This is an optimization exercise on Yosys and OpenROAD, whose aim is small area, not a production implementation.
Where RTL was checked, it was by simulation tests only, not by an equivalence proof against the original.
Power and IR drop assume default switching activity.

==> module dcpu16_ctl, before the edit <==
module dcpu16_ctl ( 
   ireg, pha, opc, rra, rwa, rwe, bra,
   CC, wpc, f_dti, clk, ena, rst
   );
   output [15:0] ireg;
   output [1:0]  pha;
   output [3:0]  opc;
   output [7:0]  rra;  
   output [2:0]  rwa;
   output 	 rwe;
   output 	 bra;
   input 	 CC;
   input 	 wpc;
   input [15:0]  f_dti;
   input 	 clk,
		 ena,
		 rst;
   reg 			bra;
   reg [15:0] 		ireg;
   reg [3:0] 		opc;
   reg [1:0] 		pha;
   reg [7:0] 		rra;
   reg [2:0] 		rwa;
   reg 			rwe;
   wire [5:0] 		decA, decB;
   wire [3:0] 		decO;
   assign {decB, decA, decO} = ireg;
   wire 		Fbra = (ireg[4:0] == 5'h10);
   always @(posedge clk)
     if (rst)
       pha <= 2'h0;
     else if (ena)
       pha <= pha + 1;
   always @(posedge clk)
     if (rst) begin
	ireg <= 16'h0;
	opc <= 4'h0;
     end else if (ena & (pha == 2'o2)) begin
	ireg <= (wpc | Fbra) ? 16'd1 : f_dti;
	opc <= ireg[3:0];
     end
   reg _bra;
   always @(posedge clk)
     if (ena) begin
	if (pha == 2'o0)
	  {bra, _bra} <= {_bra & CC, (ireg[5:0] == 6'h10)};
	else
	  bra <= 1'b0;
     end
   reg _rwe;
   always @(posedge clk)
     if (rst)
       rwe <= 1'h0;
     else if (ena)
       rwe <= (pha == 2'o0) & _rwe & CC & (opc[3:2] != 2'o3);
   always @(posedge clk)
     if (ena) begin
	rra <= 8'd1 << (pha[0] ? decA[2:0] : decB[2:0]);
	if (pha == 2'o2) begin
	   rwa <= decA[2:0];
	   _rwe <= (decA[5:3] == 3'o0) & (decO != 4'h0);
	end
     end
endmodule  
==> module dcpu16_regs, before the edit <==
module dcpu16_regs ( 
   rrd,
   rwd, rra, rwa, rwe, ena, clk
   );
   output [15:0] rrd;  
   input [15:0]  rwd;  
   input [7:0] 	 rra;  
   input [2:0] 	 rwa;  
   input 	 rwe;  
   input 	 ena,
		 clk;
   reg [15:0] 	 file [0:7];
   assign rrd = ({(16){rra[0]}} & file[0]) | ({(16){rra[1]}} & file[1]) |
		({(16){rra[2]}} & file[2]) | ({(16){rra[3]}} & file[3]) |
		({(16){rra[4]}} & file[4]) | ({(16){rra[5]}} & file[5]) |
		({(16){rra[6]}} & file[6]) | ({(16){rra[7]}} & file[7]);
   always @(posedge clk)
     if (ena & rwe)
       file[rwa] <= rwd;
endmodule  
==> module dcpu16_cpu, before the edit <==
module dcpu16_cpu ( 
   g_wre, g_stb, g_dto, g_adr, f_wre, f_stb, f_dto, f_adr,
   rst, g_dti, g_ack, f_dti, f_ack, clk
   );
   output [15:0] f_adr;
   output [15:0] f_dto;
   output 	 f_stb;
   output 	 f_wre;
   output [15:0] g_adr;
   output [15:0] g_dto;
   output 	 g_stb;
   output 	 g_wre;
   input 	 clk;
   input 	 f_ack;
   input [15:0]  f_dti;
   input 	 g_ack;
   input [15:0]  g_dti;
   input 	 rst;
   wire 	 CC, bra, ena, rwe, wpc;
   wire [15:0] 	 ireg, rrd, rwd;
   wire [3:0] 	 opc;
   wire [1:0] 	 pha;
   wire [7:0] 	 rra;
   wire [2:0] 	 rwa;
   assign g_dto = f_dto;
   dcpu16_ctl
     c0 (.ireg(ireg), .pha(pha), .opc(opc), .rra(rra), .rwa(rwa), .rwe(rwe),
	 .bra(bra), .CC(CC), .wpc(wpc), .f_dti(f_dti), .clk(clk), .ena(ena),
	 .rst(rst));
   dcpu16_mbus
     m0 (.g_adr(g_adr), .g_stb(g_stb), .g_wre(g_wre), .f_adr(f_adr),
	 .f_stb(f_stb), .f_wre(f_wre), .f_dto(f_dto), .ena(ena), .wpc(wpc),
	 .rwd(rwd), .g_dti(g_dti), .g_ack(g_ack), .f_dti(f_dti), .f_ack(f_ack),
	 .bra(bra), .rrd(rrd), .ireg(ireg), .opc(opc), .pha(pha), .clk(clk),
	 .rst(rst), .CC(CC));
   dcpu16_regs
     r0 (.rrd(rrd), .rwd(rwd), .rra(rra), .rwa(rwa), .rwe(rwe), .ena(ena),
	 .clk(clk));
endmodule  
Settings: LEC_CHECK=0, ABC_AREA=1, CAP_MARGIN=0, CORE_MARGIN=2, CORE_UTILIZATION=60, CTS_BUF_LIST=sky130_fd_sc_hd__clkbuf_16, CTS_CLUSTER_DIAMETER=100, CTS_CLUSTER_SIZE=20, SLEW_MARGIN=0; clock period 10.0 ns.
standard.sh (not shown) runs the stock make flow with config.mk's settings and CLKGATE_MAP_FILE= SYNTH_SCRIPT=/design/flow/synth_recipe.tcl, a recipe that flattens the netlist after the stock synthesis.
==> flow/flow/run.sh <==
#!/bin/bash
# Standard ORFS layout, with the port buffers made from the smallest buffer
# cell instead of the platform default. Each tool's output is logged by ORFS
# under orfs/logs; this script's own output goes to run_flow.log.
set -e
export BUFFER_PORTS_ARGS="-buffer_cell sky130_fd_sc_hd__buf_1"
bash standard.sh > run_flow.log 2>&1
Rerun with:
--- a/flow/design.v
+++ b/flow/design.v
@@ -55,10 +55,10 @@
    );
    output [15:0] ireg;
    output [1:0]  pha;
    output [3:0]  opc;
-   output [7:0]  rra;  
-   output [2:0]  rwa;
+   output [2:0]  rra,
+		 rwa;
    output 	 rwe;
    output 	 bra;
    input 	 CC;
    input 	 wpc;
@@ -69,9 +69,9 @@
    reg 			bra;
    reg [15:0] 		ireg;
    reg [3:0] 		opc;
    reg [1:0] 		pha;
-   reg [7:0] 		rra;
+   reg [2:0] 		rra;
    reg [2:0] 		rwa;
    reg 			rwe;
    wire [5:0] 		decA, decB;
    wire [3:0] 		decO;
@@ -105,9 +105,9 @@
      else if (ena)
        rwe <= (pha == 2'o0) & _rwe & CC & (opc[3:2] != 2'o3);
    always @(posedge clk)
      if (ena) begin
-	rra <= 8'd1 << (pha[0] ? decA[2:0] : decB[2:0]);
+	rra <= pha[0] ? decA[2:0] : decB[2:0];
 	if (pha == 2'o2) begin
 	   rwa <= decA[2:0];
 	   _rwe <= (decA[5:3] == 3'o0) & (decO != 4'h0);
 	end
@@ -362,18 +362,15 @@
    rwd, rra, rwa, rwe, ena, clk
    );
    output [15:0] rrd;  
    input [15:0]  rwd;  
-   input [7:0] 	 rra;  
-   input [2:0] 	 rwa;  
+   input [2:0] 	 rra,  
+		 rwa;  
    input 	 rwe;  
    input 	 ena,
 		 clk;
    reg [15:0] 	 file [0:7];
-   assign rrd = ({(16){rra[0]}} & file[0]) | ({(16){rra[1]}} & file[1]) |
-		({(16){rra[2]}} & file[2]) | ({(16){rra[3]}} & file[3]) |
-		({(16){rra[4]}} & file[4]) | ({(16){rra[5]}} & file[5]) |
-		({(16){rra[6]}} & file[6]) | ({(16){rra[7]}} & file[7]);
+   assign rrd = file[rra];
    always @(posedge clk)
      if (ena & rwe)
        file[rwa] <= rwd;
 endmodule  
@@ -398,10 +395,9 @@
    wire 	 CC, bra, ena, rwe, wpc;
    wire [15:0] 	 ireg, rrd, rwd;
    wire [3:0] 	 opc;
    wire [1:0] 	 pha;
-   wire [7:0] 	 rra;
-   wire [2:0] 	 rwa;
+   wire [2:0] 	 rra, rwa;
    assign g_dto = f_dto;
    dcpu16_ctl
      c0 (.ireg(ireg), .pha(pha), .opc(opc), .rra(rra), .rwa(rwa), .rwe(rwe),
 	 .bra(bra), .CC(CC), .wpc(wpc), .f_dti(f_dti), .clk(clk), .ena(ena),
The new run finished with timing, DRC and antenna clean.
Combinational power rises by a quarter to a third.
Setup slack is worse by 0.26 ns.
Area after synthesis rose slightly.
Total power climbs by a little under a tenth.
Cell count climbs by a few percent.
Die area is higher slightly.
Design area goes up by a few percent.
Clock-buffer cell count climbs by 1.
Via count is higher by a few percent.
Non-clock buffer count rose by 20.
Utilization rises by 0.15 points.
First-iteration DRC count increases by about a fifth.
Routed wire length went up by a few percent.
Global-route usage climbs by 0.64 points.
For the second run of this note, only the layout was checked, not whether the RTL still works.

-- what the ideal ports hide --
How much do the figures lean on ideal ports? The routed layouts below were timed once more, with nothing changed but the port constraints. Step 1: set_driving_cell puts a clkbuf_16 on clk and a buf_2 on each other input, an assumption about the parent block. Step 2, shift: input delay + t, output delay - t, t = (earliest + latest rising clock arrival at the registers) / 2. This alone moves slack from input paths to output paths. a / b / c = ideal ports / drivers / drivers and shift; a / b = the first two.
run	t (ns)	slack for setup (ns)	clock arrival spread, ns
the first run	0.605	0.880 / 0.880 / 0.685	0.032 / 0.031
the second run	0.614	0.621 / 0.621 / 0.319	0.025 / 0.026
After both steps every run listed still meets setup and hold. The setup slack of the second run, which loses most, moves by 0.000 ns with the drivers and by -0.302 ns with both steps.
